Source: an optimization exercise on an open RTL-to-GDS flow (aim: small area). Production flows keep margins and buffers that such runs may drop. At most, simulation tests tie the RTL to the original design; equivalence was not proved. Function not checked in run 6: the RTL went through the layout flow alone. Power figures rest on the tool's default switching activity, not on a simulated workload.

==> design/flow/design.v <==
module adc128s022 (
    input               clk,
    input               rstn,
    input               ce,
    input               miso,
    output reg  [8:0]   cnt,
    output reg          ch,
    output reg  [11:0]  sdata,
    output              sclk,
    output              css,
    output              mosi
);
localparam [8:0] C_IDLE  = 9'd0,
                 C_START = 9'd14,
                 C_T0    = 9'd15,
                 C_FRDY  = 9'd289,
                 C_GO    = 9'd290,
                 C_STOP  = 9'd291;
reg dflag;
always @(posedge clk)
    if (!rstn) cnt <= C_IDLE;
    else case (cnt)
        C_IDLE, C_STOP: cnt <= ce ? C_START : C_IDLE;
        C_FRDY:         cnt <= (ch & ~ce) ? C_STOP : C_GO;
        C_GO:           cnt <= C_T0;
        default:        cnt <= cnt + 1'b1;
    endcase
always @(posedge clk)
    if (cnt == C_IDLE)                      ch <= 1'b0;
    else if (cnt == C_GO || cnt == C_STOP)  ch <= ~ch;
always @(posedge clk)
    if (!rstn)              dflag <= 1'b1;
    else if (cnt == 9'd31)  dflag <= 1'b0;
wire samp = (cnt[3:0] == 4'd7) && (cnt >= 9'd103) && (cnt <= 9'd279);
always @(posedge clk)
    if (samp) sdata <= {sdata[10:0], miso};
assign css  = ~((cnt >= 9'd24) && (cnt <= 9'd287));
assign sclk = ~((cnt >= 9'd32) && (cnt <= 9'd279) && ~cnt[3]);
assign mosi = dflag | (ch && (cnt >= 9'd96) && (cnt <= 9'd111));
endmodule
module slpf (
    input               clk,
    input               rstn,
    input       [8:0]   cnt,
    input               ch,
    input       [11:0]  sdata,
    input               miso,
    output reg  [12:0]  f0,
    output reg  [12:0]  f1
);
localparam [17:0] B = 18'h18358;
localparam [17:0] A = 18'h07ca8;
reg [33:0] R;
reg r0, r1, fl0, fl1, k;
wire win  = (cnt >= 9'd64) && (cnt <= 9'd85);
wire p2   = (cnt >= 9'd279) && (cnt <= 9'd291);
wire last = (cnt == 9'd290) || (cnt == 9'd291);
reg xj, fj;
always @* begin
    case (cnt[3:0])
        4'd7:    begin xj = miso;      fj = ch ? f1[0]  : f0[0];  end
        4'd8:    begin xj = sdata[1];  fj = ch ? f1[1]  : f0[1];  end
        4'd9:    begin xj = sdata[2];  fj = ch ? f1[2]  : f0[2];  end
        4'd10:   begin xj = sdata[3];  fj = ch ? f1[3]  : f0[3];  end
        4'd11:   begin xj = sdata[4];  fj = ch ? f1[4]  : f0[4];  end
        4'd12:   begin xj = sdata[5];  fj = ch ? f1[5]  : f0[5];  end
        4'd13:   begin xj = sdata[6];  fj = ch ? f1[6]  : f0[6];  end
        4'd14:   begin xj = sdata[7];  fj = ch ? f1[7]  : f0[7];  end
        4'd15:   begin xj = sdata[8];  fj = ch ? f1[8]  : f0[8];  end
        4'd0:    begin xj = sdata[9];  fj = ch ? f1[9]  : f0[9];  end
        4'd1:    begin xj = sdata[10]; fj = ch ? f1[10] : f0[10]; end
        default: begin xj = sdata[11]; fj = ch ? f1[11] : f0[11]; end
    endcase
end
wire j0  = (cnt[3:0] == 4'd7);
wire j11 = (cnt[3:1] == 3'd1);
wire rsel = ch ? r1 : r0;
wire fsel = ch ? fl1 : fl0;
wire kin  = j0 ? ~rsel : k;
wire hj   = fsel ? j11 : (~fj ^ kin ^ j11);
always @(posedge clk)
    if (p2) k <= ~fj & kin;
wire mb = win ? (R[0] & ~fl0) : hj;
wire xb = p2 & xj;
reg [17:0] c;
always @* begin
    case ({mb, xb})
        2'b10:   c = B;
        2'b01:   c = A;
        2'b11:   c = 18'h20000;
        default: c = 18'h0;
    endcase
end
wire [17:0] s  = {1'b0, R[33:17]} + c;
wire [33:0] Rn = {s, R[16:1]};
wire [11:0] hi   = s[17:6];
wire        rr   = s[5];
wire [12:0] fnew = 13'd2048 - {1'b0, hi} - {12'b0, rr};
always @(posedge clk)
    if (win || p2) R <= last ? {12'b0, Rn[21:5], 5'b0} : Rn;
always @(posedge clk) begin
    if (last && !ch) begin f0 <= fnew; r0 <= rr; end
    if (last &&  ch) begin f1 <= fnew; r1 <= rr; end
end
always @(posedge clk)
    if (!rstn) begin
        fl0 <= 1'b1;
        fl1 <= 1'b1;
    end else if (last) begin
        if (ch) fl1 <= 1'b0;
        else    fl0 <= 1'b0;
    end
endmodule
module adc_ctrl (
    input                   clk,
    input                   rstn,
    input                   adc_ce,
    output  logic   [11:0]  adc_data0,
    output  logic   [11:0]  adc_data1,
    output  logic           adc_val,
    output          [17:0]  flt_data0,
    output          [17:0]  flt_data1,
    output  logic           flt_val,
    output                  adc_sclk,
    output                  adc_css,
    output                  adc_dout,
    input                   adc_din
);
wire [8:0]  cnt;
wire        ch;
wire [11:0] sdata;
wire [12:0] f0, f1;
adc128s022 adc128s022_u (
    .clk    ( clk       ),
    .rstn   ( rstn      ),
    .ce     ( adc_ce    ),
    .miso   ( adc_din   ),
    .cnt    ( cnt       ),
    .ch     ( ch        ),
    .sdata  ( sdata     ),
    .sclk   ( adc_sclk  ),
    .css    ( adc_css   ),
    .mosi   ( adc_dout  )
);
slpf slpf_u (
    .clk    ( clk       ),
    .rstn   ( rstn      ),
    .cnt    ( cnt       ),
    .ch     ( ch        ),
    .sdata  ( sdata     ),
    .miso   ( adc_din   ),
    .f0     ( f0        ),
    .f1     ( f1        )
);
always_ff @(posedge clk) begin
    adc_val <= (cnt == 9'd288) & ch;
    if (cnt == 9'd288 && !ch) adc_data0 <= sdata;
end
assign adc_data1 = sdata;
logic fa, fb;
always_ff @(posedge clk) begin
    fa      <= rstn & ch & ((cnt == 9'd290) || (cnt == 9'd291));
    fb      <= rstn & fa;
    flt_val <= fb;
end
assign flt_data0 = {{5{f0[12]}}, f0};
assign flt_data1 = {{5{f1[12]}}, f1};
endmodule
==> design/flow/flow/run.sh <==
#!/bin/bash
# Standard layout, but with the smallest buffer on the ports.
set -euo pipefail
cd "$(dirname "$0")/.."
bash standard.sh BUFFER_PORTS_ARGS="-buffer_cell sky130_fd_sc_hd__buf_1" finish > flow_make.log 2>&1
==> design/flow/standard.sh <==
#!/bin/bash
# synth_recipe.tcl (not shown) runs the flow's synth.tcl, then flattens the netlist and writes it again
# the make line also repeats each setting of config.mk as NAME=value (left out here)
make -C /OpenROAD-flow-scripts/flow DESIGN_CONFIG=/design/flow/config.mk WORK_HOME=/design/flow/orfs CLKGATE_MAP_FILE= SYNTH_SCRIPT=/design/flow/synth_recipe.tcl "${@:-finish}"
==> design/flow/config.mk <==
export PLATFORM = sky130hd
export DESIGN_NAME = adc_ctrl
export DESIGN_NICKNAME = adc_ctrl
export VERILOG_FILES = /design/flow/design.v
export SDC_FILE = /design/flow/constraint.sdc
export NUM_CORES = 4
export LEC_CHECK = 0
export CAP_MARGIN = 20
export CORE_MARGIN = 2
export CORE_UTILIZATION = 40
export SLEW_MARGIN = 20
==> design/flow/constraint.sdc <==
create_clock -name core_clock -period 20.0 [get_ports {clk}]
set_input_delay 4.0000 -clock core_clock [delete_from_list [all_inputs] [get_ports {clk}]]
set_output_delay 4.0000 -clock core_clock [all_outputs]
set_load 0.01 [all_outputs]
==> results of run 1 <==
==> routing by layer <==
layer	up-vias	GRT usage (%)	routed length (µm)
met4	0	5.74	144
met2	91	26.6	5530
met3	9	4.07	526
met1	1745	21.2	5050
li1	1728	-	-
met5	-	0	0
==> worst reg2reg max path, delay by kind of cell, from the launching register on <==
kind | cells | cell delay [ns]
xor gates and xnor gates | 2 | 0.36
muxes | 2 | 0.92
and+or+nand+nor | 4 | 0.37
buffers and inverters | 1 | 0.08
DFF | 1 | 0.89
AOI/OAI and AO/OA | 13 | 2.59
adders and majority gates | 4 | 1.32
==> through the flow <==
stage | std cells | setup WS (ns)
after floorplan | 444 | 11.78
after detailed placement | 664 | 11.11
after global routing | 680 | 11.07
after CTS | 680 | 11.48
after global placement | 664 | 11.28
final | 680 | 11.44
==> how the worst min path moves through the flow <==
stage,from,to,slack (ns),cells after the start
2_1_floorplan,fb,flt_val,0.31,0
3_3_place_gp,fb,flt_val,0.31,0
3_5_place_dp,fb,flt_val,0.32,0
4_1_cts,fb,flt_val,0.33,0
5_1_grt,fb,flt_val,0.35,0
6_report,fb,flt_val,0.33,0
==> layout by cell type, fill, tap and decap left out, types with 4 or more instances in the layout <==
| cell | instances |
|---|---|
| ha_1 | 34 |
| and2_1 | 8 |
| o211ai_1 | 4 |
| xor2_1 | 12 |
| nor2_1 | 36 |
| o21ai_0 | 13 |
| nand4_1 | 6 |
| nor2b_1 | 5 |
| buf_1 | 68 |
| nand2b_1 | 4 |
| nand3_1 | 10 |
| clkbuf_16 | 10 |
| mux2_2 | 7 |
| inv_1 | 24 |
| nand2_1 | 29 |
| a21o_1 | 4 |
| a221oi_1 | 6 |
| a21oi_1 | 23 |
| a31oi_1 | 4 |
| and3_1 | 6 |
| xnor2_1 | 15 |
| dfxtp_1 | 17 |
| nor3_1 | 5 |
| edfxtp_1 | 87 |
==> power breakdown <==
group          total [mW]  internal (mW)  leakage (nW)  switching, mW
Combinational       0.202         0.0812          1.08          0.121
Clock               0.167         0.0916         0.142         0.0757
Sequential          0.271          0.257         0.920         0.0143
==> cell type report <==
type / instances / area [µm²]
Inverter: 25 / 93.8
Timing Repair Buffer: 70 / 270
Tap cell: 176 / 220
Fill cell: 1204 / 7170
Clock inverter: 5 / 31.3
Multi-Input combinational cell: 289 / 2140
Clock buffer: 11 / 254
Sequential cell: 104 / 2950
==> state kept, by name (all words and copies together) (netlist names) <==
signal              flops
slpf_u.R               34
slpf_u.f0              13
slpf_u.f1              13
adc128s022_u.sdata     12
adc_data0              12
adc128s022_u.cnt        9
adc128s022_u.ch         1
adc128s022_u.dflag      1
adc_val                 1
fa                      1
fb                      1
flt_val                 1
slpf_u.fl0              1
slpf_u.fl1              1
slpf_u.k                1
slpf_u.r0               1
slpf_u.r1               1
==> logic make-up (layout without fill, tap and decap cells) <==
logic type	count (synthesis)	count (layout)	synth area share, %
buffers and inverters	51	111	4.39
DFF	104	104	55.5
xor gates and xnor gates	30	30	5.36
and+or+nand+nor	124	124	11.4
adders and majority gates	35	35	8.36
AOI/OAI and AO/OA	88	88	11.9
muxes	12	12	3.13
==> flow_metrics.tcl, run 1 <==
set metrics [dict create \
    status "no timing/DRC/antenna violations" \
    drt_iter0_drc 333 \
    hold_viol_final 0 \
    ys_seq_area_share_pct 55.5 \
    r2r_end "slpf_u.f1[11]" \
    drc 0 \
    final_util_pct 45.4 \
    std_cell_rows 42 \
    syn_area_per_cell_um2 12.0 \
    startpoint "adc_din" \
    regToRegStartpoint "adc128s022_u.ch" \
    path_common_cell "a21oi_1" \
    synth-async-reset-ratio_pct 0 \
    r2r_cells 26 \
    post_cts_resized 0 \
    synthTopCellsByCount "edfxtp_1 (87), nor2_1 (36), ha_1 (34)" \
    slew_viol_final 0 \
    netlist_area_um2 5330 \
    cts_max_path_buffers 2 \
    post-route-period-util_pct 42.8 \
    grt_usage_pct 16.3 \
    hp-class "register to register" \
    r2r_slack_ns 13.21 \
    dieArea_um2 14300 \
    area_growth_pct 12.0 \
    cp-start-kind "input pin" \
    avgViaCountPerCell 5.25 \
    gp_congestion 0.874 \
    crit_chain "buf_1 -> nand2_1 -> mux4_2 -> a21oi_1 -> and3_1 -> inv_1 -> ha_1 -> ha_1 -> a21o_1 -> a21oi_2 -> nand2_1 -> a21o_1 -> a21oi_1 -> xor2_1 -> inv_1 -> ha_1 -> a21oi_1 -> o21bai_1 -> a21oi_1 -> a31oi_1 -> a221oi_1 -> nand3_1" \
    powerDensity_nw_per_um2 107 \
    grt_max_degree 35 \
    drt_pass1_iterations 4 \
    worst-setup-path-type "input pin to register" \
    fmax_mhz 117 \
    critPathMaxStageDelay_ns 0.46 \
    antenna_found_initial 0 \
    ys.flop_type "edfxtp_1" \
    avgRoutedWirePerCell_um 16.5 \
    antenna_left 0 \
    insertion_delay_ns 0.35 \
    io_pins 69 \
    place.detailed.hpwl_um 8040 \
    final_area_um2 5960 \
    cap_violations 0 \
    period_needed_ns 8.56 \
    cts_root_buffer "clkbuf_16" \
    power_mw 0.641 \
    power_leakage_nw 2.14 \
    crit_cells 22 \
    critPathCaptureType "register" \
    drt_wl_total_um 11200 \
    grt_pass1_wl_um 17900 \
    synth_top_area_share_pct 49.1 \
    drive_gt1_share_pct 8.93 \
    postCtsHoldBufs 0 \
    yosys.area.top_type "edfxtp_1" \
    synth.most_common_cell "edfxtp_1" \
    antenna_cells 0 \
    grt_remaining_overflow 0 \
    clock-sinks 104 \
    ys_ff_latch 104 \
    critPathTopFamily "compound AO/OA/AOI/OAI gates" \
    fin_nets 538 \
    io_buffers 68 \
    irDropWorstVdd_mv 0.0516 \
    worstSetupEndpoint "slpf_u.f1[11]" \
    setup_tns_ns 0 \
    synth_edf_count 87 \
    cts-buffers-inserted 9 \
    worstMarginPinSlew_ns 0.939 \
    worstPathMaxFanout 7 \
    path_clk_slew_ns 0.06 \
    cts_max_level 3 \
    max_slew_margin_pct 37.2 \
    crit_slowest_cell "mux4_2" \
    yosysWarnings 3 \
    setup_viol 0 \
    synth_nets 483 \
    cts_tree "built" \
    die_w_um 119 \
    num_vias 3573 \
    synthTopCellsByArea "edfxtp_1 (49%), ha_1 (8.0%), dfxtp_1 (6.4%)" \
    crit_arrival_ns 8.64 \
    rsz0062_at_grt "false" \
    synthCells 444 \
    holdWs_ns 0.329 \
    start_util_pct 40.5 \
    dieHeight_um 119 \
    synthDistinctLibCells 66 \
    worstPathRequired_ns 20.08 \
    grt_pass1_vias 3409 \
    cp.buffers_inverters 3 \
    cts_setup_buffers 0 \
    core_um2 13100 \
    placed_area_um2 5680 \
    fin_worst_skew_ns 0.00939 \
]
==> inputs of run 2 (changes only) <==
==> design/flow/run.sh (new file) <==
#!/bin/bash
# synth_recipe.tcl (not shown) runs the flow's synth.tcl, then flattens the netlist and writes it again
# the make line also repeats each setting of config.mk as NAME=value (left out here)
make -C /OpenROAD-flow-scripts/flow DESIGN_CONFIG=/design/flow/config.mk WORK_HOME=/design/flow/orfs CLKGATE_MAP_FILE= SYNTH_SCRIPT=/design/flow/synth_recipe.tcl finish
removed: design/flow/flow/run.sh
removed: design/flow/standard.sh
==> run 2 against run 1 <==
  * Final area grew 7.1%
  * Global-route usage up 0.34 points
  * Flip-flop and latch count unchanged
  * Sequential share of layout area decreased by 3.3 points
  * Via count is 0.59% lower
  * Sequential power about the same
  * Die area stayed put
  * Worst setup slack worse by 0.37 ns
  * Routed wire length increased by 0.41%
  * Critical path type unchanged
  * Critical endpoint unchanged
  * Largest cell class unchanged
  * Largest power group unchanged
  * Highest routed layer unchanged
==> flow_metrics.tcl, run 2 <==
set metrics [dict create \
    status "no timing/DRC/antenna violations" \
    layout.cells.non_filler 680 \
    drc 0 \
    max_slew_margin_pct 33.7 \
    final_common_cell "edfxtp_1" \
    hold_viol_final 0 \
    synthTopCellsByCount "edfxtp_1 (87), nor2_1 (36), ha_1 (34)" \
    grt_max_degree 35 \
    period_needed_ns 8.93 \
    synthDistinctLibCells 66 \
    ys_ff_latch 104 \
    cts_tree "built" \
    dieHeight_um 119 \
    hp-class "register to register" \
    setup_viol 0 \
    num_vias 3552 \
    final_cell_mix "edfxtp_1 (87), clkdlybuf4s50_1 (68), nor2_1 (36), ha_1 (34), nand2_1 (29)" \
    start_util_pct 40.5 \
    worstMarginPinSlew_ns 0.990 \
    cts_setup_buffers 0 \
    yosys.area.top_type "edfxtp_1" \
    syn_area_per_cell_um2 12.0 \
    setup_tns_ns 0 \
    fin_worst_skew_ns 0.00951 \
    clock-sinks 104 \
    final_area_um2 6390 \
    dieArea_um2 14300 \
    path_clk_slew_ns 0.07 \
    irDropWorstVdd_mv 0.0470 \
    placed_area_um2 6100 \
    ys.flop_type "edfxtp_1" \
    rsz0062_at_grt "false" \
    slew_viol_final 0 \
    yosysWarnings 3 \
    worstPathMaxFanout 7 \
    drt_wl_total_um 11300 \
    insertion_delay_ns 0.35 \
    synth_top_area_share_pct 49.1 \
    area_growth_pct 20.0 \
    worstPathRequired_ns 20.09 \
    antenna_cells 0 \
    largest_register_ffs 34 \
    avgRoutedWirePerCell_um 16.6 \
    top_regs "slpf_u.R (34), slpf_u.f0 (13), slpf_u.f1 (13)" \
    synth.most_common_cell "edfxtp_1" \
    cp-start-kind "input pin" \
    grt_pass1_wl_um 18500 \
    synth-async-reset-ratio_pct 0 \
    worst-setup-path-type "input pin to register" \
    std_cell_rows 42 \
    fmax_mhz 112 \
    power_leakage_nw 2.33 \
    place_inst 664 \
    postCtsHoldBufs 0 \
    place.detailed.hpwl_um 8080 \
    avgViaCountPerCell 5.22 \
    grt_remaining_overflow 0 \
    drt_pass1_iterations 4 \
    cts_root_buffer "clkbuf_16" \
    crit_arrival_ns 9.02 \
    cts_max_path_buffers 2 \
    gp_congestion 0.865 \
    post-route-period-util_pct 44.7 \
    io_buffers 68 \
    largest_register "slpf_u.R" \
    io_pins 69 \
    critPathCaptureType "register" \
    synth_edf_count 87 \
    synth_nets 483 \
    post_cts_resized 0 \
    antenna_left 0 \
    antenna_found_initial 0 \
    synthCells 444 \
    cap_violations 0 \
    fin_nets 538 \
    powerDensity_nw_per_um2 100 \
    synthTopCellsByArea "edfxtp_1 (49%), ha_1 (8.0%), dfxtp_1 (6.4%)" \
    drive_gt1_share_pct 8.93 \
    netlist_area_um2 5330 \
    cts-buffers-inserted 9 \
    cts_max_level 3 \
    die_w_um 119 \
    drt_iter0_drc 370 \
    ys_seq_area_share_pct 55.5 \
    core_um2 13100 \
    grt_usage_pct 16.7 \
    grt_pass1_vias 3479 \
]
## run 2: cell counts after synthesis
Identical to the previous run, type by type.
## run 2: final cells by class
type	count	area [µm²]
fillers	1157	6750
flip-flops and latches	104	2950
multi-input cells	289	2140
repair buffers	70	696
clock buffers	12	258
well taps	176	220
inverters	25	93.8
clock inverters	4	27.5
## run 2: worst paths after layout
path                         from  slack (ns)  depth (start not counted)       endpoint
setup reg to reg  adc128s022_u.ch       13.23                         26  slpf_u.f1[11]
setup / recovery          adc_din       11.07                         22  slpf_u.f1[11]
hold reg to reg                fb        0.33                          0        flt_val
hold / removal                 fb        0.33                          0        flt_val
## run 2: layer usage
layer,vias up,share of wire (%),track usage [%]
li1,1726,-,-
met4,0,1.5,5.66
met1,1726,46,21.9
met3,17,3.9,3.74
met5,-,0,0
met2,83,48,27.3
## run 2: report_power, final
part | switching, mW | total [mW] | internal (mW) | leakage [nW]
Combinational | 0.119 | 0.200 | 0.0815 | 1.26
Clock | 0.0763 | 0.168 | 0.0921 | 0.142
Sequential | 0.0134 | 0.270 | 0.257 | 0.920
## run 2: kinds of logic after synthesis
group | after synthesis | synth area share (%)
simple gates | 124 | 11.4
flops | 104 | 55.5
compound gates | 88 | 11.9
buf+inv | 51 | 4.39
fa+ha+maj | 35 | 8.36
xor+xnor | 30 | 5.36
mux | 12 | 3.13
## run 2: critical path, stage by stage
cell	delay, ns
clkdlybuf4s50_1	0.50
nand2_1	0.06
mux4_2	0.46
a21oi_1	0.17
and3_1	0.25
inv_1	0.06
ha_1	0.30
ha_1	0.38
a21o_1	0.21
a21oi_2	0.16
nand2_1	0.10
a21o_1	0.18
a21oi_1	0.16
xor2_1	0.28
inv_1	0.08
ha_1	0.35
a21oi_1	0.24
o21bai_1	0.09
a21oi_1	0.41
a31oi_1	0.18
a221oi_1	0.27
nand3_1	0.12
## run 2: per-stage QoR
stage	power [mW]	worst slack, ns	hold WS (ns)	util [%]
floorplan	0.427	11.78	0.310	-
global placement	0.469	10.86	0.310	46.5
detailed placement	0.475	10.66	0.312	46.5
CTS	0.644	11.02	0.328	48.6
global route	0.680	10.59	0.341	48.6
finish	0.639	11.07	0.328	48.6
==> inputs of run 3 (changes only) <==
--- a/design/flow/design.v
+++ b/design/flow/design.v
@@ -17,13 +17,36 @@
                  C_GO    = 9'd290,
                  C_STOP  = 9'd291;
 reg dflag;
+function automatic ge9(input [8:0] x, input [8:0] k);
+    integer b;
+    reg r;
+    begin
+        r = 1'b1;
+        for (b = 0; b < 9; b = b + 1)
+            r = k[b] ? (x[b] & r) : (x[b] | r);
+        ge9 = r;
+    end
+endfunction
+function automatic in9(input [8:0] x, input [8:0] lo, input [8:0] hi);
+    in9 = ge9(x, lo) & ~ge9(x, hi + 9'd1);
+endfunction
+wire [8:0] inc;
+wire [8:0] icy;
+assign icy[0] = 1'b1;
+genvar i;
+generate for (i = 0; i < 9; i = i + 1) begin : g_inc
+    assign inc[i] = cnt[i] ^ icy[i];
+    if (i < 8) begin : g_c
+        assign icy[i+1] = cnt[i] & icy[i];
+    end
+end endgenerate
 always @(posedge clk)
     if (!rstn) cnt <= C_IDLE;
     else case (cnt)
         C_IDLE, C_STOP: cnt <= ce ? C_START : C_IDLE;
         C_FRDY:         cnt <= (ch & ~ce) ? C_STOP : C_GO;
         C_GO:           cnt <= C_T0;
-        default:        cnt <= cnt + 1'b1;
+        default:        cnt <= inc;
     endcase
 always @(posedge clk)
     if (cnt == C_IDLE)                      ch <= 1'b0;
@@ -31,12 +54,12 @@
 always @(posedge clk)
     if (!rstn)              dflag <= 1'b1;
     else if (cnt == 9'd31)  dflag <= 1'b0;
-wire samp = (cnt[3:0] == 4'd7) && (cnt >= 9'd103) && (cnt <= 9'd279);
+wire samp = (cnt[3:0] == 4'd7) && in9(cnt, 9'd103, 9'd279);
 always @(posedge clk)
     if (samp) sdata <= {sdata[10:0], miso};
-assign css  = ~((cnt >= 9'd24) && (cnt <= 9'd287));
-assign sclk = ~((cnt >= 9'd32) && (cnt <= 9'd279) && ~cnt[3]);
-assign mosi = dflag | (ch && (cnt >= 9'd96) && (cnt <= 9'd111));
+assign css  = ~in9(cnt, 9'd24, 9'd287);
+assign sclk = ~(in9(cnt, 9'd32, 9'd279) && ~cnt[3]);
+assign mosi = dflag | (ch && in9(cnt, 9'd96, 9'd111));
 endmodule
 module slpf (
     input               clk,
@@ -52,8 +75,21 @@
 localparam [17:0] A = 18'h07ca8;
 reg [33:0] R;
 reg r0, r1, fl0, fl1, k;
-wire win  = (cnt >= 9'd64) && (cnt <= 9'd85);
-wire p2   = (cnt >= 9'd279) && (cnt <= 9'd291);
+function automatic ge9(input [8:0] x, input [8:0] k);
+    integer b;
+    reg r;
+    begin
+        r = 1'b1;
+        for (b = 0; b < 9; b = b + 1)
+            r = k[b] ? (x[b] & r) : (x[b] | r);
+        ge9 = r;
+    end
+endfunction
+function automatic in9(input [8:0] x, input [8:0] lo, input [8:0] hi);
+    in9 = ge9(x, lo) & ~ge9(x, hi + 9'd1);
+endfunction
+wire win  = in9(cnt, 9'd64, 9'd85);
+wire p2   = in9(cnt, 9'd279, 9'd291);
 wire last = (cnt == 9'd290) || (cnt == 9'd291);
 reg xj, fj;
 always @* begin
@@ -91,11 +127,28 @@
         default: c = 18'h0;
     endcase
 end
-wire [17:0] s  = {1'b0, R[33:17]} + c;
+wire [17:0] s;
+wire [18:0] cy;
+assign cy[0] = 1'b0;
+genvar i;
+generate for (i = 0; i < 18; i = i + 1) begin : g_add
+    wire a = (i < 17) ? R[17 + i] : 1'b0;
+    assign s[i]     = a ^ c[i] ^ cy[i];
+    assign cy[i+1]  = (a & c[i]) | (cy[i] & (a ^ c[i]));
+end endgenerate
 wire [33:0] Rn = {s, R[16:1]};
 wire [11:0] hi   = s[17:6];
 wire        rr   = s[5];
-wire [12:0] fnew = 13'd2048 - {1'b0, hi} - {12'b0, rr};
+wire [12:0] fnew;
+wire [11:0] ic;
+assign ic[0] = ~rr;
+generate for (i = 0; i < 12; i = i + 1) begin : g_f
+    assign fnew[i] = ~hi[i] ^ ic[i] ^ (i == 11);
+    if (i < 11) begin : g_c
+        assign ic[i+1] = ~hi[i] & ic[i];
+    end
+end endgenerate
+assign fnew[12] = hi[11] & ~ic[11];
 always @(posedge clk)
     if (win || p2) R <= last ? {12'b0, Rn[21:5], 5'b0} : Rn;
 always @(posedge clk) begin
==> design/flow/flow/run.sh (new file) <==
#!/bin/bash
# Standard layout, but with the smallest buffer on the ports.
set -euo pipefail
cd "$(dirname "$0")/.."
bash standard.sh BUFFER_PORTS_ARGS="-buffer_cell sky130_fd_sc_hd__buf_1" finish > flow_make.log 2>&1
==> design/flow/standard.sh (new file) <==
#!/bin/bash
# synth_recipe.tcl (not shown) runs the flow's synth.tcl, then flattens the netlist and writes it again
# the make line also repeats each setting of config.mk as NAME=value (left out here)
make -C /OpenROAD-flow-scripts/flow DESIGN_CONFIG=/design/flow/config.mk WORK_HOME=/design/flow/orfs CLKGATE_MAP_FILE= SYNTH_SCRIPT=/design/flow/synth_recipe.tcl "${@:-finish}"
--- a/design/flow/config.mk
+++ b/design/flow/config.mk
@@ -8,4 +8,7 @@
 export CAP_MARGIN = 20
 export CORE_MARGIN = 2
 export CORE_UTILIZATION = 40
+export CTS_BUF_LIST = sky130_fd_sc_hd__clkbuf_8
+export CTS_CLUSTER_DIAMETER = 100
+export CTS_CLUSTER_SIZE = 30
 export SLEW_MARGIN = 20
removed: design/flow/run.sh
==> run 3 against run 2 <==
  * Register-to-register slack got worse by 2.2 ns
  * Largest cell class unchanged
  * Worst setup slack lost 1.7 ns
  * Sequential share of layout area increased by 9.0 points
  * Worst hold slack gained 0.0099 ns
  * Largest power group unchanged
  * Still clean
  * Non-clock buffer count is 3 higher
==> flow_metrics.tcl, run 3 <==
set metrics [dict create \
    status "no timing/DRC/antenna violations" \
    holdWs_ns 0.338 \
    avgViaCountPerCell 5.09 \
    hold_viol_final 0 \
    hp-class "register to register" \
    antenna_found_initial 0 \
    path_common_cell "fa_1" \
    worst-setup-path-type "input pin to register" \
    setup_tns_ns 0 \
    synth_edf_count 87 \
    worstPathRequired_ns 20.14 \
    cts_tree "built" \
    dpl_worst_slack_ns 8.87 \
    drc 0 \
    synth_nets 385 \
    worstMarginPinSlew_ns 0.896 \
    synthDistinctLibCells 54 \
    grt_usage_pct 15.1 \
    area_growth_pct 11.5 \
    ys.flop_type "edfxtp_1" \
    cts_setup_buffers 0 \
    largest_register_ffs 34 \
    crit_slowest_cell "fa_1" \
    period_needed_ns 10.67 \
    cts-buffers-inserted 9 \
    largest_register "slpf_u.R" \
    cp.buffers_inverters 8 \
    antenna_cells 0 \
    cap_violations 0 \
    slew_viol_final 0 \
    grt_pass1_wl_um 14800 \
    critPathCaptureType "register" \
    ys_seq_area_share_pct 61.5 \
    core_um2 11900 \
    crit_arrival_ns 10.81 \
    post_cts_resized 0 \
    fmax_mhz 93.7 \
    syn_area_per_cell_um2 14.1 \
    final_area_um2 5350 \
    worst_slack_ns 9.33 \
    synthTopCellsByArea "edfxtp_1 (54%), ha_1 (7.3%), dfxtp_1 (7.1%)" \
    avgRoutedWirePerCell_um 16.9 \
    final_common_cell "edfxtp_1" \
    cp-start-kind "input pin" \
    start_util_pct 40.5 \
    io_buffers 68 \
    dieArea_um2 12900 \
    die_w_um 114 \
    std_cell_rows 40 \
    place.detailed.hpwl_um 6730 \
    io_pins 69 \
    synth_top_area_share_pct 54.4 \
    gp_congestion 0.768 \
    worstPathMaxFanout 2 \
    clock-sinks 104 \
    yosysWarnings 3 \
    postCtsHoldBufs 0 \
    yosys.area.top_type "edfxtp_1" \
    final_cell_mix "edfxtp_1 (87), buf_1 (68), inv_1 (35), ha_1 (28)" \
    antenna_left 0 \
    synthCells 340 \
    synth-async-reset-ratio_pct 0 \
    critPathTopFamily "adder cells" \
    fin_worst_skew_ns 0.0130 \
    drt_iter0_drc 195 \
    powerDensity_nw_per_um2 94.7 \
    cts_max_level 3 \
    insertion_delay_ns 0.37 \
    drt_pass1_iterations 6 \
    num_vias 2826 \
    drt_wl_total_um 9400 \
    setup_viol 0 \
    top_regs "slpf_u.R (34), slpf_u.f0 (13), slpf_u.f1 (13)" \
    synth.most_common_cell "edfxtp_1" \
    post-route-period-util_pct 53.3 \
    power_leakage_nw 1.97 \
    grt_max_degree 35 \
    grt_pass1_vias 2757 \
    fin_nets 448 \
    power_mw 0.507 \
    max_slew_margin_pct 40.2 \
    drive_gt1_share_pct 9.07 \
    path_clk_slew_ns 0.10 \
    netlist_area_um2 4800 \
    critPathMaxStageDelay_ns 0.46 \
    synthTopCellsByCount "edfxtp_1 (87), inv_1 (35), ha_1 (28)" \
    ys_ff_latch 104 \
    grt_remaining_overflow 0 \
    rsz0062_at_grt "false" \
    dieHeight_um 114 \
    irDropWorstVdd_mv 0.0595 \
    placed_area_um2 5140 \
    cts_root_buffer "clkbuf_8" \
    cts_max_path_buffers 2 \
]
## run 3: worst paths after layout
check | start | end | slack [ns] | cells after the start
max reg2reg | adc128s022_u.cnt[2] | slpf_u.f0[11] | 11.03 | 32
max | adc_din | slpf_u.f0[11] | 9.33 | 29
min | fb | flt_val | 0.34 | 0
min reg2reg | fb | flt_val | 0.34 | 0
## run 3: report_power, final
group	leakage [nW]	switching [mW]	internal (mW)
Combinational	0.941	0.0699	0.0456
Clock	0.109	0.0745	0.0632
Sequential	0.921	0.00874	0.245
## run 3: final cells by class
class	instances	area, µm²
fillers	1046	6510
flip-flops and latches	104	2950
clock inverters	6	73.8
repair buffers	73	293
multi-input cells	180	1580
inverters	35	131
well taps	147	184
clock buffers	10	138
## run 3: logic make-up after synthesis
family / after synthesis / share of synthesized area (%)
XOR/XNOR: 4 / 0.730
flip-flops: 104 / 61.5
AO/OA/AOI/OAI: 43 / 6.68
multiplexers: 14 / 3.55
adder cells (fa/ha/maj): 41 / 12.7
AND/OR/NAND/NOR: 78 / 9.07
buffers and inverters: 56 / 5.71
## run 3: metal layers
layer	share of wire (%)	GRT usage (%)	vias up
li1	-	-	1334
met5	0	0	-
met1	48	21.3	1418
met4	0.43	4.39	0
met2	47	23.0	69
met3	5.0	4.09	5
## run 3: per-stage QoR
| stage | util, % | instances |
|---|---|---|
| final | 45.1 | 555 |
| after global routing | 45.1 | 555 |
| after detailed placement | 43.3 | 539 |
| after CTS | 45.1 | 555 |
| after global placement | 43.3 | 539 |
| after floorplan | - | 340 |
## run 3: worst reg2reg max path, delay by kind of cell, from the launching register on
| kind | cells | cell delay, ns |
|---|---|---|
| adder cells (fa/ha/maj) | 18 | 5.73 |
| flip-flops | 1 | 0.92 |
| AO/OA/AOI/OAI | 4 | 0.74 |
| buffers and inverters | 7 | 0.45 |
| AND/OR/NAND/NOR | 1 | 0.37 |
| multiplexers | 1 | 0.30 |
| XOR/XNOR | 1 | 0.21 |
==> inputs of run 4 (changes only) <==
--- a/design/flow/config.mk
+++ b/design/flow/config.mk
@@ -8,7 +8,4 @@
 export CAP_MARGIN = 20
 export CORE_MARGIN = 2
 export CORE_UTILIZATION = 40
-export CTS_BUF_LIST = sky130_fd_sc_hd__clkbuf_8
-export CTS_CLUSTER_DIAMETER = 100
-export CTS_CLUSTER_SIZE = 30
 export SLEW_MARGIN = 20
==> run 4 against run 3 <==
  * Still clean
  * Die area unchanged
  * Final area rose by 1.8%
  * Sequential share of layout area decreased by 0.98 points
  * Register-to-register slack about the same
  * Core utilization increased by 0.81 points
  * Synthesized cell count unchanged
  * Area after synthesis unchanged
  * Via count up 0.67%
  * Largest cell class unchanged
==> flow_metrics.tcl, run 4 <==
set metrics [dict create \
    status "no timing/DRC/antenna violations" \
    power_frac_seq_pct 46.4 \
    p_comb_share_pct 21.3 \
    synthDistinctLibCells 54 \
    synth-async-reset-ratio_pct 0 \
    dpl_worst_slack_ns 8.87 \
    grt_remaining_overflow 0 \
    seqCellArea_um2 2950 \
    core_um2 11900 \
    worstPathMaxFanout 2 \
    path_common_cell "fa_1" \
    gp_congestion 0.768 \
    top_regs "slpf_u.R (34), slpf_u.f0 (13), slpf_u.f1 (13)" \
    yosys.area.top_type "edfxtp_1" \
    cap_violations 0 \
    synth_top_area_share_pct 54.4 \
    cts-buffers-inserted 9 \
    intPower_mw 0.388 \
    clockPowerShare_pct 32.4 \
    yosysWarnings 3 \
    final_cell_mix "edfxtp_1 (87), buf_1 (68), inv_1 (35), ha_1 (28)" \
    largest_register "slpf_u.R" \
    synthTopCellsByCount "edfxtp_1 (87), inv_1 (35), ha_1 (28)" \
    io_pins 69 \
    worstMarginPinSlew_ns 0.915 \
    drt_wl_total_um 9420 \
    cts_tree "built" \
    syn_area_per_cell_um2 14.1 \
    worst_slack_ns 9.31 \
    max_slew_margin_pct 38.9 \
    fin_nets 448 \
    dieHeight_um 114 \
    largest_register_ffs 34 \
    area_growth_pct 13.5 \
    final_common_cell "edfxtp_1" \
    path_clk_slew_ns 0.07 \
    swShare_pct 29.1 \
    dieArea_um2 12900 \
    setup_tns_ns 0 \
    hp-class "register to register" \
    postCtsHoldBufs 0 \
    crit_arrival_ns 10.80 \
    io_buffers 68 \
    place.detailed.hpwl_um 6730 \
    powerDensity_nw_per_um2 101 \
    drt_iter0_drc 170 \
    fmax_mhz 93.5 \
    cts_max_path_buffers 2 \
    cts_setup_buffers 0 \
    grt_usage_pct 15.3 \
    ys.flop_type "edfxtp_1" \
    clock-sinks 104 \
    netlist_area_um2 4800 \
    num_vias 2845 \
    die_w_um 114 \
    final_util_pct 45.9 \
    power.switching_mw 0.159 \
    post_cts_resized 0 \
    layout.cells.non_filler 555 \
    grt_pass1_vias 2764 \
    setup_viol 0 \
    drc 0 \
    place_inst 539 \
    avgRoutedWirePerCell_um 17.0 \
    fin_worst_skew_ns 0.00656 \
    critPathCaptureType "register" \
    slew_viol_final 0 \
    antenna_cells 0 \
    std_cell_rows 40 \
    grt_pass1_wl_um 14900 \
    worst-setup-path-type "input pin to register" \
    drt_pass1_iterations 5 \
    irDropWorstVdd_mv 0.0562 \
    ys_ff_latch 104 \
    ys_seq_area_share_pct 61.5 \
    crit_slowest_cell "fa_1" \
    synth_edf_count 87 \
    multi_input_area_um2 1580 \
    antenna_left 0 \
    nFillCells 1036 \
    worstPathRequired_ns 20.11 \
    synth.most_common_cell "edfxtp_1" \
    avgViaCountPerCell 5.13 \
    period_needed_ns 10.69 \
    cp-start-kind "input pin" \
    synthCells 340 \
    antenna_found_initial 0 \
    hold_viol_final 0 \
    power_leakage_nw 2.01 \
    critPathMaxStageDelay_ns 0.46 \
    rsz0062_at_grt "false" \
    post-route-period-util_pct 53.5 \
    insertion_delay_ns 0.35 \
    drive_gt1_share_pct 9.07 \
    cts_max_level 3 \
    synth_nets 385 \
    cts_root_buffer "clkbuf_16" \
    start_util_pct 40.5 \
    synthTopCellsByArea "edfxtp_1 (54%), ha_1 (7.3%), dfxtp_1 (7.1%)" \
    grt_max_degree 35 \
]
-- run 4: cell counts after synthesis --
Identical to the previous run, type by type.
-- run 4: final cells by class --
| cell class | instances | share of cell area (%) |
|---|---|---|
| multi-input combinational | 180 | 29.0 |
| timing repair buffer | 73 | 5.38 |
| inverter | 35 | 2.41 |
| clock buffer | 11 | 4.85 |
| tap | 147 | 3.38 |
| sequential | 104 | 54.2 |
| clock inverter | 5 | 0.804 |
-- run 4: final timing paths --
| check | start | end | slack (ns) | depth (start not counted) |
|---|---|---|---|---|
| setup reg to reg | adc128s022_u.cnt[2] | slpf_u.f0[11] | 11.02 | 32 |
| hold / removal | fb | flt_val | 0.33 | 0 |
| hold reg to reg | fb | flt_val | 0.33 | 0 |
| setup / recovery | adc_din | slpf_u.f0[11] | 9.31 | 29 |
-- run 4: power by group through the flow --
stage	Clock, mW	Combinational, mW	Sequential [mW]
6_report	0.177	0.116	0.254
5_1_grt	0.189	0.131	0.254
4_1_cts	0.183	0.117	0.254
3_5_place_dp	0	0.114	0.258
3_3_place_gp	0	0.112	0.258
2_1_floorplan	0	0.0900	0.253
-- run 4: critical path, delay by kind of cell --
kind            cells  cell delay, ns
simple gates        1            0.06
fa+ha+maj          17            5.45
compound gates      3            0.72
buf+inv             8            0.55
-- run 4: layer usage --
| metal | global-route usage [%] | up-vias | wire length [µm] | part of all wire (%) |
|---|---|---|---|---|
| li1 | - | 1339 | - | - |
| met1 | 21.5 | 1427 | 4430 | 47 |
| met2 | 23.0 | 67 | 4390 | 47 |
| met3 | 4.25 | 12 | 473 | 5.0 |
| met4 | 5.12 | 0 | 135 | 1.4 |
| met5 | 0 | - | 0 | 0 |
-- run 4: cell families (layout without fill, tap and decap cells) --
group / count (synthesis) / count (layout) / share of synthesized area (%)
multiplexers: 14 / 14 / 3.55
flip-flops: 104 / 104 / 61.5
AND/OR/NAND/NOR: 78 / 78 / 9.07
XOR/XNOR: 4 / 4 / 0.730
AO/OA/AOI/OAI: 43 / 43 / 6.68
buffers and inverters: 56 / 124 / 5.71
adder cells (fa/ha/maj): 41 / 41 / 12.7
-- run 4: per-stage QoR --
step                      power (mW)  hold WS, ns  cell area [µm²]
after floorplan                0.343        0.310             4800
after global routing           0.574        0.337             5450
final                          0.547        0.330             5450
after CTS                      0.553        0.333             5450
after global placement         0.370        0.315             5140
after detailed placement       0.373        0.315             5140
==> inputs of run 5 (changes only) <==
--- a/design/flow/design.v
+++ b/design/flow/design.v
@@ -3,6 +3,10 @@
     input               rstn,
     input               ce,
     input               miso,
+    input               fl0,         
+    input               ld,          
+    input       [4:0]   ldv,
+    input               xsh,         
     output reg  [8:0]   cnt,
     output reg          ch,
     output reg  [11:0]  sdata,
@@ -16,7 +20,6 @@
                  C_FRDY  = 9'd289,
                  C_GO    = 9'd290,
                  C_STOP  = 9'd291;
-reg dflag;
 function automatic ge9(input [8:0] x, input [8:0] k);
     integer b;
     reg r;
@@ -51,15 +54,15 @@
 always @(posedge clk)
     if (cnt == C_IDLE)                      ch <= 1'b0;
     else if (cnt == C_GO || cnt == C_STOP)  ch <= ~ch;
-always @(posedge clk)
-    if (!rstn)              dflag <= 1'b1;
-    else if (cnt == 9'd31)  dflag <= 1'b0;
 wire samp = (cnt[3:0] == 4'd7) && in9(cnt, 9'd103, 9'd279);
 always @(posedge clk)
-    if (samp) sdata <= {sdata[10:0], miso};
+    if (ld)
+        sdata <= {ldv, sdata[6:0]};
+    else if (samp || xsh)
+        sdata <= {sdata[10:0], miso};
 assign css  = ~in9(cnt, 9'd24, 9'd287);
 assign sclk = ~(in9(cnt, 9'd32, 9'd279) && ~cnt[3]);
-assign mosi = dflag | (ch && in9(cnt, 9'd96, 9'd111));
+assign mosi = (fl0 & ~in9(cnt, 9'd32, 9'd291)) | (ch & in9(cnt, 9'd96, 9'd111));
 endmodule
 module slpf (
     input               clk,
@@ -69,12 +72,17 @@
     input       [11:0]  sdata,
     input               miso,
     output reg  [12:0]  f0,
-    output reg  [12:0]  f1
+    output reg  [12:0]  f1,
+    output reg          fl0,
+    output              last,
+    output      [4:0]   ldv,
+    output              xsh,
+    output              fa
 );
 localparam [17:0] B = 18'h18358;
 localparam [17:0] A = 18'h07ca8;
-reg [33:0] R;
-reg r0, r1, fl0, fl1, k;
+reg [28:0] R;
+reg r0, r1, fl1, k;
 function automatic ge9(input [8:0] x, input [8:0] k);
     integer b;
     reg r;
@@ -88,9 +96,10 @@
 function automatic in9(input [8:0] x, input [8:0] lo, input [8:0] hi);
     in9 = ge9(x, lo) & ~ge9(x, hi + 9'd1);
 endfunction
-wire win  = in9(cnt, 9'd64, 9'd85);
-wire p2   = in9(cnt, 9'd279, 9'd291);
-wire last = (cnt == 9'd290) || (cnt == 9'd291);
+wire win  = in9(cnt, 9'd64, 9'd80);      
+assign xsh = in9(cnt, 9'd76, 9'd80);     
+wire p2   = in9(cnt, 9'd279, 9'd291);    
+assign last = (cnt == 9'd290) || (cnt == 9'd291);
 reg xj, fj;
 always @* begin
     case (cnt[3:0])
@@ -115,8 +124,10 @@
 wire kin  = j0 ? ~rsel : k;
 wire hj   = fsel ? j11 : (~fj ^ kin ^ j11);
 always @(posedge clk)
-    if (p2) k <= ~fj & kin;
-wire mb = win ? (R[0] & ~fl0) : hj;
+    k <= p2 & (last ? (rstn & ch) : (~fj & kin));
+assign fa = k & ~p2;
+wire lb = xsh ? sdata[11] : R[0];
+wire mb = win ? (lb & ~fl0) : hj;
 wire xb = p2 & xj;
 reg [17:0] c;
 always @* begin
@@ -132,25 +143,24 @@
 assign cy[0] = 1'b0;
 genvar i;
 generate for (i = 0; i < 18; i = i + 1) begin : g_add
-    wire a = (i < 17) ? R[17 + i] : 1'b0;
+    wire a = (i < 17) ? R[12 + i] : 1'b0;
     assign s[i]     = a ^ c[i] ^ cy[i];
     assign cy[i+1]  = (a & c[i]) | (cy[i] & (a ^ c[i]));
 end endgenerate
-wire [33:0] Rn = {s, R[16:1]};
 wire [11:0] hi   = s[17:6];
 wire        rr   = s[5];
+assign      ldv  = {s[1], s[2], s[3], s[4], s[5]};
 wire [12:0] fnew;
 wire [11:0] ic;
-assign ic[0] = ~rr;
-generate for (i = 0; i < 12; i = i + 1) begin : g_f
-    assign fnew[i] = ~hi[i] ^ ic[i] ^ (i == 11);
-    if (i < 11) begin : g_c
-        assign ic[i+1] = ~hi[i] & ic[i];
-    end
+assign ic[0] = rr;
+generate for (i = 0; i < 11; i = i + 1) begin : g_f
+    assign fnew[i]  = hi[i] ^ ic[i];
+    assign ic[i+1]  = hi[i] | ic[i];
 end endgenerate
-assign fnew[12] = hi[11] & ~ic[11];
-always @(posedge clk)
-    if (win || p2) R <= last ? {12'b0, Rn[21:5], 5'b0} : Rn;
+assign fnew[11] = ~(hi[11] ^ ic[11]);
+assign fnew[12] = hi[11] & ic[11];
+always @(posedge clk)
+    if (win || p2) R <= last ? {17'b0, s[0], R[11:1]} : {s, R[11:1]};
 always @(posedge clk) begin
     if (last && !ch) begin f0 <= fnew; r0 <= rr; end
     if (last &&  ch) begin f1 <= fnew; r1 <= rr; end
@@ -183,11 +193,17 @@
 wire        ch;
 wire [11:0] sdata;
 wire [12:0] f0, f1;
+wire        fl0, last, xsh, fa;
+wire [4:0]  ldv;
 adc128s022 adc128s022_u (
     .clk    ( clk       ),
     .rstn   ( rstn      ),
     .ce     ( adc_ce    ),
     .miso   ( adc_din   ),
+    .fl0    ( fl0       ),
+    .ld     ( last      ),
+    .ldv    ( ldv       ),
+    .xsh    ( xsh       ),
     .cnt    ( cnt       ),
     .ch     ( ch        ),
     .sdata  ( sdata     ),
@@ -203,16 +219,20 @@
     .sdata  ( sdata     ),
     .miso   ( adc_din   ),
     .f0     ( f0        ),
-    .f1     ( f1        )
+    .f1     ( f1        ),
+    .fl0    ( fl0       ),
+    .last   ( last      ),
+    .ldv    ( ldv       ),
+    .xsh    ( xsh       ),
+    .fa     ( fa        )
 );
 always_ff @(posedge clk) begin
     adc_val <= (cnt == 9'd288) & ch;
     if (cnt == 9'd288 && !ch) adc_data0 <= sdata;
 end
 assign adc_data1 = sdata;
-logic fa, fb;
+logic fb;
 always_ff @(posedge clk) begin
-    fa      <= rstn & ch & ((cnt == 9'd290) || (cnt == 9'd291));
     fb      <= rstn & fa;
     flt_val <= fb;
 end
==> design/flow/flow/run.sh (replaced) <==
#!/bin/bash
# The standard layout (standard.sh) with these changes:
#  - synthesis: ABC maps for area (flow/synth.tcl); no full/half-adder cells
#  - the smallest buffer on the ports
#  - clock tree from clkbuf_8, larger sink clusters, no dummy loads
set -euo pipefail
cd "$(dirname "$0")/.."
bash standard.sh \
  SYNTH_SCRIPT="$PWD/flow/synth.tcl" \
  ADDER_MAP_FILE= \
  BUFFER_PORTS_ARGS="-buffer_cell sky130_fd_sc_hd__buf_1" \
  CTS_ARGS="-sink_clustering_enable -repair_clock_nets -buf_list sky130_fd_sc_hd__clkbuf_8 -sink_clustering_size 30 -sink_clustering_max_diameter 100 -dont_use_dummy_load" \
  finish > flow_make.log 2>&1
==> design/flow/flow/synth.tcl (new file) <==
# The standard flow's synthesis script (synth_recipe.tcl), with one change: ABC maps the
# logic with an area-oriented script instead of ORFS's delay-driven one (the
# delay target ORFS derives here is 20 ps, far below the 20 ns clock).
# Registers are left as they are, so they match the standard synthesis.
proc synth {args} { yosys synth -nofsm -noshare {*}$args }
proc abc {args} {
  set keep {}
  set i 0
  while { $i < [llength $args] } {
    set a [lindex $args $i]
    if { $a in {-script -constr -D} } {
      incr i 2
      continue
    }
    lappend keep $a
    incr i
  }
  lappend keep -script "+strash;&get -n;&deepsyn -J 100;&put;dch -f;amap"
  yosys abc {*}$keep
}
source $::env(SCRIPTS_DIR)/synth.tcl
# left out here: clear keep_hierarchy, flatten, clean up, hide names made inside functions, write 1_2_yosys.v
==> run 5 against run 4 <==
  * Critical path type unchanged
  * Worst hold slack better by 0.0087 ns
  * Critical path depth is 4 lower
  * Clock power down 45%
  * Area after synthesis is 13% lower
  * Non-clock buffer count is 1 higher
  * Final area decreased by 14%
  * Via count grew 8.4%
  * Cell count up 5.6%
  * Sequential power fell by 7%
  * Total power decreased by 22%
  * Still clean
  * Routed wire length fell by 2.1%
  * Register-to-register slack gained 1.8 ns
==> flow_metrics.tcl, run 5 <==
set metrics [dict create \
    status "no timing/DRC/antenna violations" \
    post-route-period-util_pct 41.2 \
    place_inst 577 \
    cts_setup_buffers 0 \
    irDropWorstVdd_mv 0.0429 \
    cp.buffers_inverters 4 \
    wl_met3_um 610 \
    drc 0 \
    highest_layer "met4" \
    cts_max_level 3 \
    rsz0062_at_grt "false" \
    post_cts_resized 0 \
    dieHeight_um 106 \
    worst_slack_ns 11.75 \
    synthCells 377 \
    max_slew_margin_pct 46.8 \
    placed_area_um2 4560 \
    nFillCells 981 \
    ys.flop_type "edfxtp_1" \
    synth_nets 381 \
    antenna_found_initial 0 \
    antenna_left 0 \
    fin_worst_skew_ns 0.0241 \
    io_pins 69 \
    largest_register "slpf_u.R" \
    yosysWarnings 3 \
    slew_viol_final 0 \
    syn_area_per_cell_um2 11.1 \
    worstPathMaxFanout 8 \
    worstMarginPinSlew_ns 0.787 \
    final_area_um2 4690 \
    cts_tree "built" \
    ys_ff_latch 97 \
    synthDistinctLibCells 34 \
    synth-async-reset-ratio_pct 0 \
    place.detailed.hpwl_um 6890 \
    grt_max_degree 25 \
    synth_top_area_share_pct 58.3 \
    synthTopCellsByArea "edfxtp_1 (58%), dfxtp_1 (7.7%), nor2_1 (6.4%)" \
    insertion_delay_ns 0.37 \
    power_mw 0.428 \
    largest_register_ffs 29 \
    cts-buffers-inserted 9 \
    die_w_um 106 \
    ys_seq_area_share_pct 66.0 \
    setup_viol 0 \
    postCtsHoldBufs 0 \
    route.met2.wl_um 4280 \
    drive_gt1_share_pct 3.33 \
    synthTopCellsByCount "edfxtp_1 (81), nor2_1 (71), clkinv_1 (45)" \
    worst-setup-path-type "input pin to register" \
    clock-sinks 97 \
    std_cell_rows 37 \
    area_growth_pct 12.5 \
    start_util_pct 40.7 \
    critPathCaptureType "register" \
    gp_congestion 0.882 \
    top_regs "slpf_u.R (29), slpf_u.f0 (13), slpf_u.f1 (13)" \
    core_um2 10200 \
    critPathMaxStageDelay_ns 0.45 \
    cts_max_path_buffers 2 \
    final_util_pct 45.8 \
    holdWs_ns 0.339 \
    avgRoutedWirePerCell_um 15.7 \
    synth.most_common_cell "edfxtp_1" \
    cp-start-kind "input pin" \
    critPathTopFamily "compound AO/OA/AOI/OAI gates" \
    crit_slowest_cell "nor2_1" \
    antenna_cells 0 \
    final_common_cell "edfxtp_1" \
    grt_pass1_vias 2868 \
    grt_usage_pct 17.0 \
    path_clk_slew_ns 0.07 \
    io_buffers 68 \
    dpl_worst_slack_ns 11.42 \
    final_cell_mix "edfxtp_1 (81), nor2_1 (71), buf_1 (68), clkinv_1 (45), nand2_1 (34)" \
    cts_root_buffer "clkbuf_8" \
    grt_remaining_overflow 0 \
    hold_viol_final 0 \
    power_leakage_nw 1.53 \
    fin_nets 456 \
    hp-class "register to register" \
    drt_wl_total_um 9230 \
    setup_tns_ns 0 \
    drt_pass1_iterations 5 \
    crit_arrival_ns 8.34 \
    cap_violations 0 \
    avgViaCountPerCell 5.26 \
    powerDensity_nw_per_um2 91.2 \
    fmax_mhz 121 \
    worstPathRequired_ns 20.09 \
    dieArea_um2 11300 \
    synth_edf_count 81 \
    netlist_area_um2 4170 \
    num_vias 3085 \
    period_needed_ns 8.25 \
    wl_met1_um 4140 \
    drt_iter0_drc 147 \
    grt_pass1_wl_um 14500 \
    yosys.area.top_type "edfxtp_1" \
    layout.cells.non_filler 586 \
]
[run 5: worst paths after layout]
| check | to | cells after the start | start | slack [ns] |
|---|---|---|---|---|
| worst max-delay path | slpf_u.f1[11] | 25 | adc_din | 11.75 |
| worst min-delay path | flt_val | 0 | fb | 0.34 |
| worst max register to register | slpf_u.f1[11] | 31 | adc128s022_u.ch | 12.77 |
| worst min register to register | flt_val | 0 | fb | 0.34 |
[run 5: where the power goes]
part           switching [mW]  leakage (nW)  total (mW)  internal [mW]
clock network          0.0574        0.0647      0.0978         0.0404
logic                  0.0620         0.608      0.0946         0.0326
registers             0.00727         0.858       0.235          0.228
[run 5: metal layers]
layer | vias to the layer above | track usage, %
met5 | - | 0
li1 | 1514 | -
met4 | 0 | 6.67
met1 | 1453 | 22.5
met2 | 99 | 26.6
met3 | 19 | 4.54
[run 5: logic make-up (layout without fill, tap and decap cells)]
| group | Yosys count | count (layout) | share of synthesized area [%] |
|---|---|---|---|
| buffers and inverters | 55 | 128 | 5.85 |
| flip-flops | 97 | 97 | 66.0 |
| AND/OR/NAND/NOR | 136 | 136 | 13.7 |
| AO/OA/AOI/OAI | 89 | 89 | 14.4 |
[run 5: worst register-to-register path, delay by kind of cell, from the launching register on]
| family | cells | cell delay (ns) |
|---|---|---|
| flip-flops | 1 | 0.77 |
| AO/OA/AOI/OAI | 16 | 3.40 |
| buffers and inverters | 4 | 1.17 |
| AND/OR/NAND/NOR | 11 | 1.63 |
[run 5: final cells by class]
class                      instances  area (µm²)  share of cell area (%)
tap                              136         170                    3.63
inverter                          45         169                    3.60
multi-input combinational        225        1170                    25.0
sequential                        97        2750                    58.7
timing repair buffer              74         300                    6.41
clock buffer                       9         124                    2.64
==> inputs of run 6 (changes only) <==
--- a/design/flow/design.v
+++ b/design/flow/design.v
@@ -81,7 +81,7 @@
 );
 localparam [17:0] B = 18'h18358;
 localparam [17:0] A = 18'h07ca8;
-reg [28:0] R;
+reg [29:0] R;
 reg r0, r1, fl1, k;
 function automatic ge9(input [8:0] x, input [8:0] k);
     integer b;
@@ -126,41 +126,37 @@
 always @(posedge clk)
     k <= p2 & (last ? (rstn & ch) : (~fj & kin));
 assign fa = k & ~p2;
-wire lb = xsh ? sdata[11] : R[0];
+wire lb = xsh ? sdata[11] : ~R[0];
 wire mb = win ? (lb & ~fl0) : hj;
 wire xb = p2 & xj;
-reg [17:0] c;
+wire e  = (cnt == 9'd80) | last;
+reg [18:0] c;
 always @* begin
-    case ({mb, xb})
-        2'b10:   c = B;
-        2'b01:   c = A;
-        2'b11:   c = 18'h20000;
-        default: c = 18'h0;
+    case ({e, mb, xb})
+        3'b000:  c = 19'h0;
+        3'b010:  c = -{1'b0, B};
+        3'b001:  c = -{1'b0, A};
+        3'b011:  c = 19'h60000;     
+        3'b100:  c = 19'h20000;     
+        3'b110:  c = {1'b0, A};
+        3'b101:  c = {1'b0, B};
+        default: c = 19'h0;
     endcase
 end
-wire [17:0] s;
-wire [18:0] cy;
+wire [18:0] s;
+wire [19:0] cy;
 assign cy[0] = 1'b0;
 genvar i;
-generate for (i = 0; i < 18; i = i + 1) begin : g_add
-    wire a = (i < 17) ? R[12 + i] : 1'b0;
+generate for (i = 0; i < 19; i = i + 1) begin : g_add
+    wire a = (i < 18) ? R[12 + i] : R[29];
     assign s[i]     = a ^ c[i] ^ cy[i];
     assign cy[i+1]  = (a & c[i]) | (cy[i] & (a ^ c[i]));
 end endgenerate
-wire [11:0] hi   = s[17:6];
+wire [12:0] fnew = s[18:6];
 wire        rr   = s[5];
-assign      ldv  = {s[1], s[2], s[3], s[4], s[5]};
-wire [12:0] fnew;
-wire [11:0] ic;
-assign ic[0] = rr;
-generate for (i = 0; i < 11; i = i + 1) begin : g_f
-    assign fnew[i]  = hi[i] ^ ic[i];
-    assign ic[i+1]  = hi[i] | ic[i];
-end endgenerate
-assign fnew[11] = ~(hi[11] ^ ic[11]);
-assign fnew[12] = hi[11] & ic[11];
-always @(posedge clk)
-    if (win || p2) R <= last ? {17'b0, s[0], R[11:1]} : {s, R[11:1]};
+assign      ldv  = {~s[1], ~s[2], ~s[3], ~s[4], s[5]};
+always @(posedge clk)
+    if (win || p2 || !rstn) R <= (last || !rstn) ? {18'h3ffff, s[0], R[11:1]} : {s, R[11:1]};
 always @(posedge clk) begin
     if (last && !ch) begin f0 <= fnew; r0 <= rr; end
     if (last &&  ch) begin f1 <= fnew; r1 <= rr; end
==> run 6 against run 5 <==
  * Cell count down 3.6%
  * First-iteration DRC count fell by 4.8%
  * Worst setup slack got worse by 0.045 ns
  * Critical path depth increased by 1
  * Largest power group unchanged
  * Critical endpoint is now slpf_u.R[28]
  * Register-to-register slack got worse by 0.64 ns
  * Clock power rose by 2%
  * Total power up 3.1%
  * Core utilization is 0.27 points lower
==> flow_metrics.tcl, run 6 <==
set metrics [dict create \
    synth_nets 362 \
    power_frac_seq_pct 55.5 \
    avgViaCountPerCell 5.29 \
    cts-buffers-inserted 9 \
    start_util_pct 40.6 \
    ys_ff_latch 98 \
    drt_wl_total_um 9310 \
    synthTopCellsByCount "edfxtp_1 (82), nor2_1 (53), clkinv_1 (32)" \
    p_comb_share_pct 21.9 \
    fmax_mhz 121 \
    r2r_slack_ns 12.13 \
    setup_tns_ns 0 \
    highest_layer "met4" \
    fin_nets 435 \
    drt_iter0_drc 140 \
    layout.cells.non_filler 565 \
    synth.most_common_cell "edfxtp_1" \
    drive_gt1_share_pct 3.03 \
    r2r_end "slpf_u.R[28]" \
    drt_pass1_iterations 5 \
    largest_register_ffs 30 \
    yosysWarnings 3 \
    worstPathRequired_ns 20.11 \
    synth_top_area_share_pct 59.5 \
    hp-class "register to register" \
    ys_seq_area_share_pct 67.3 \
    hold_viol_final 0 \
    avgRoutedWirePerCell_um 16.5 \
    critPathCaptureType "register" \
    power_leakage_nw 1.42 \
    netlist_area_um2 4140 \
    area_growth_pct 12.2 \
    crit_arrival_ns 8.40 \
    dpl_worst_slack_ns 11.40 \
    num_vias 2987 \
    place.detailed.hpwl_um 6710 \
    setup_viol 0 \
    r2r_cells 33 \
    worstMarginPinSlew_ns 1.01 \
    power_mw 0.441 \
    cts_max_path_buffers 2 \
    powerDensity_nw_per_um2 95.1 \
    synthDistinctLibCells 34 \
    drc 0 \
    gp_congestion 0.921 \
    core_um2 10200 \
    postCtsHoldBufs 0 \
    place_inst 556 \
    antenna_cells 0 \
    slew_viol_final 0 \
    clock-sinks 98 \
    antenna_found_initial 0 \
    cts_setup_buffers 0 \
    dieHeight_um 106 \
    worst_slack_ns 11.71 \
    power.switching_mw 0.132 \
    max_slew_margin_pct 32.6 \
    clockPowerShare_pct 22.6 \
    worstPathMaxFanout 10 \
    final_cell_mix "edfxtp_1 (82), buf_1 (68), nor2_1 (53), clkinv_1 (32), nand2_1 (31)" \
    synth-async-reset-ratio_pct 0 \
    post_cts_resized 0 \
    synthTopCellsByArea "edfxtp_1 (60%), dfxtp_1 (7.7%), nor2_1 (4.8%)" \
    die_w_um 106 \
    startpoint "adc_din" \
    post-route-period-util_pct 41.5 \
    syn_area_per_cell_um2 11.6 \
    worst-setup-path-type "input pin to register" \
    antenna_left 0 \
    io_pins 69 \
    holdWs_ns 0.329 \
    synth_edf_count 82 \
    cap_violations 0 \
    route.met2.wl_um 4340 \
    path_clk_slew_ns 0.08 \
    cts_max_level 3 \
    period_needed_ns 8.29 \
    ys.flop_type "edfxtp_1" \
    cp-start-kind "input pin" \
    dieArea_um2 11200 \
    largest_register "slpf_u.R" \
    irDropWorstVdd_mv 0.0410 \
    top_regs "slpf_u.R (30), slpf_u.f0 (13), slpf_u.f1 (13)" \
    fin_worst_skew_ns 0.0152 \
    cts_root_buffer "clkbuf_8" \
    regToRegStartpoint "adc128s022_u.ch" \
    swShare_pct 29.9 \
    grt_pass1_wl_um 14500 \
    rsz0062_at_grt "false" \
    worstSetupEndpoint "slpf_u.R[28]" \
    final_common_cell "edfxtp_1" \
    grt_max_degree 31 \
    grt_remaining_overflow 0 \
    intPower_mw 0.309 \
    wl_met3_um 604 \
    status "no timing/DRC/antenna violations" \
    synthCells 358 \
    grt_pass1_vias 2750 \
    cts_tree "built" \
    grt_usage_pct 17.1 \
    insertion_delay_ns 0.36 \
    yosys.area.top_type "edfxtp_1" \
    std_cell_rows 37 \
    wl_met1_um 4240 \
    io_buffers 68 \
]
-- run 6: kinds of logic (layout without fill, tap and decap cells) --
| logic type | after synthesis | count (layout) | share of synthesized area (%) |
|---|---|---|---|
| compound gates | 86 | 86 | 13.6 |
| buf+inv | 42 | 113 | 4.72 |
| flops | 98 | 98 | 67.3 |
| simple gates | 132 | 132 | 14.4 |
-- run 6: layout make-up --
cell class	count	area, µm²
clock buffer	9	124
tap	136	170
multi-input combinational	218	1160
timing repair buffer	72	285
fill	1005	5550
inverter	32	120
sequential	98	2780
-- run 6: power by group through the flow --
stage / clock (mW) / sequential (mW) / combinational [mW]
global placement: 0 / 0.249 / 0.0933
finish: 0.0998 / 0.245 / 0.0966
detailed placement: 0 / 0.249 / 0.0940
CTS: 0.103 / 0.245 / 0.0947
floorplan: 0 / 0.247 / 0.0707
global route: 0.111 / 0.246 / 0.108
-- run 6: worst max-delay path: stages --
cell and delay [ns]:
buf_1 0.12, a22oi_1 0.08, o311ai_0 0.11, o211ai_1 0.21, nor2_1 0.49, o21ai_0 0.22
nor2_1 0.16, nor3_1 0.08, and2_0 0.17, or2_0 0.22, nand2_1 0.08, o21ai_0 0.11
and2_0 0.19, nor2_1 0.09, a21oi_1 0.06, and2_0 0.21, nor2_1 0.11, nand2_1 0.10
o32ai_1 0.35, clkinv_1 0.17, nor2_1 0.16, a211oi_1 0.09, o21a_1 0.20, or2_0 0.23
a21boi_0 0.15, or2_0 0.24
-- run 6: metal layers --
metal / GRT usage [%] / up-vias
met5: 0 / -
met4: 5.55 / 0
met3: 4.08 / 12
met2: 26.3 / 105
met1: 24.0 / 1429
li1: - / 1441
-- run 6: stage by stage --
step           utilization, %  area (µm²)
2_1_floorplan               -        4140
3_3_place_gp             44.3        4520
3_5_place_dp             44.3        4520
4_1_cts                  45.6        4640
5_1_grt                  45.6        4640
6_report                 45.6        4640
-- run 6: worst min-delay path by stage --
stage	from	to	slack, ns	cells past startpoint
4_1_cts	fb	flt_val	0.33	0
3_5_place_dp	fb	flt_val	0.31	0
5_1_grt	fb	flt_val	0.34	0
6_report	fb	flt_val	0.33	0
2_1_floorplan	fb	flt_val	0.31	0
3_3_place_gp	fb	flt_val	0.31	0

## what the ideal ports hide
No port has a modelled driver above. Below, the same layouts with a new extraction and two added sets of constraints. Step 1, drivers: a clkbuf_16 drives clk and a buf_2 each remaining input, both assumed. Step 2, shift: input delay + t, output delay - t, t = (earliest + latest rising clock arrival at the registers) / 2. This alone moves slack from input paths to output paths. Slacks: ideal / step 1 / step 2; pairs: ideal / step 1.
run	t, ns	slack for setup (ns)	clock arrival spread, ns	worst data-port slew with drivers (ns)	cell pins on the clock port's net
run 1	0.388	11.439 / 11.457 / 11.070	0.010 / 0.009	0.03	1
run 2	0.384	11.065 / 11.076 / 10.692	0.010 / 0.010	0.03	1
run 3	0.394	9.330 / 9.335 / 8.941	0.013 / 0.013	0.03	1
run 4	0.383	9.309 / 9.319 / 8.937	0.007 / 0.007	0.03	1
run 5	0.391	11.751 / 11.747 / 11.356	0.024 / 0.024	0.04	1
run 6	0.385	11.707 / 11.713 / 11.328	0.016 / 0.016	0.03	1
After both steps setup and hold are still met in every run listed. For run 5, which loses most, drivers alone change the setup slack by -0.004 ns; drivers and shift together by -0.395 ns.
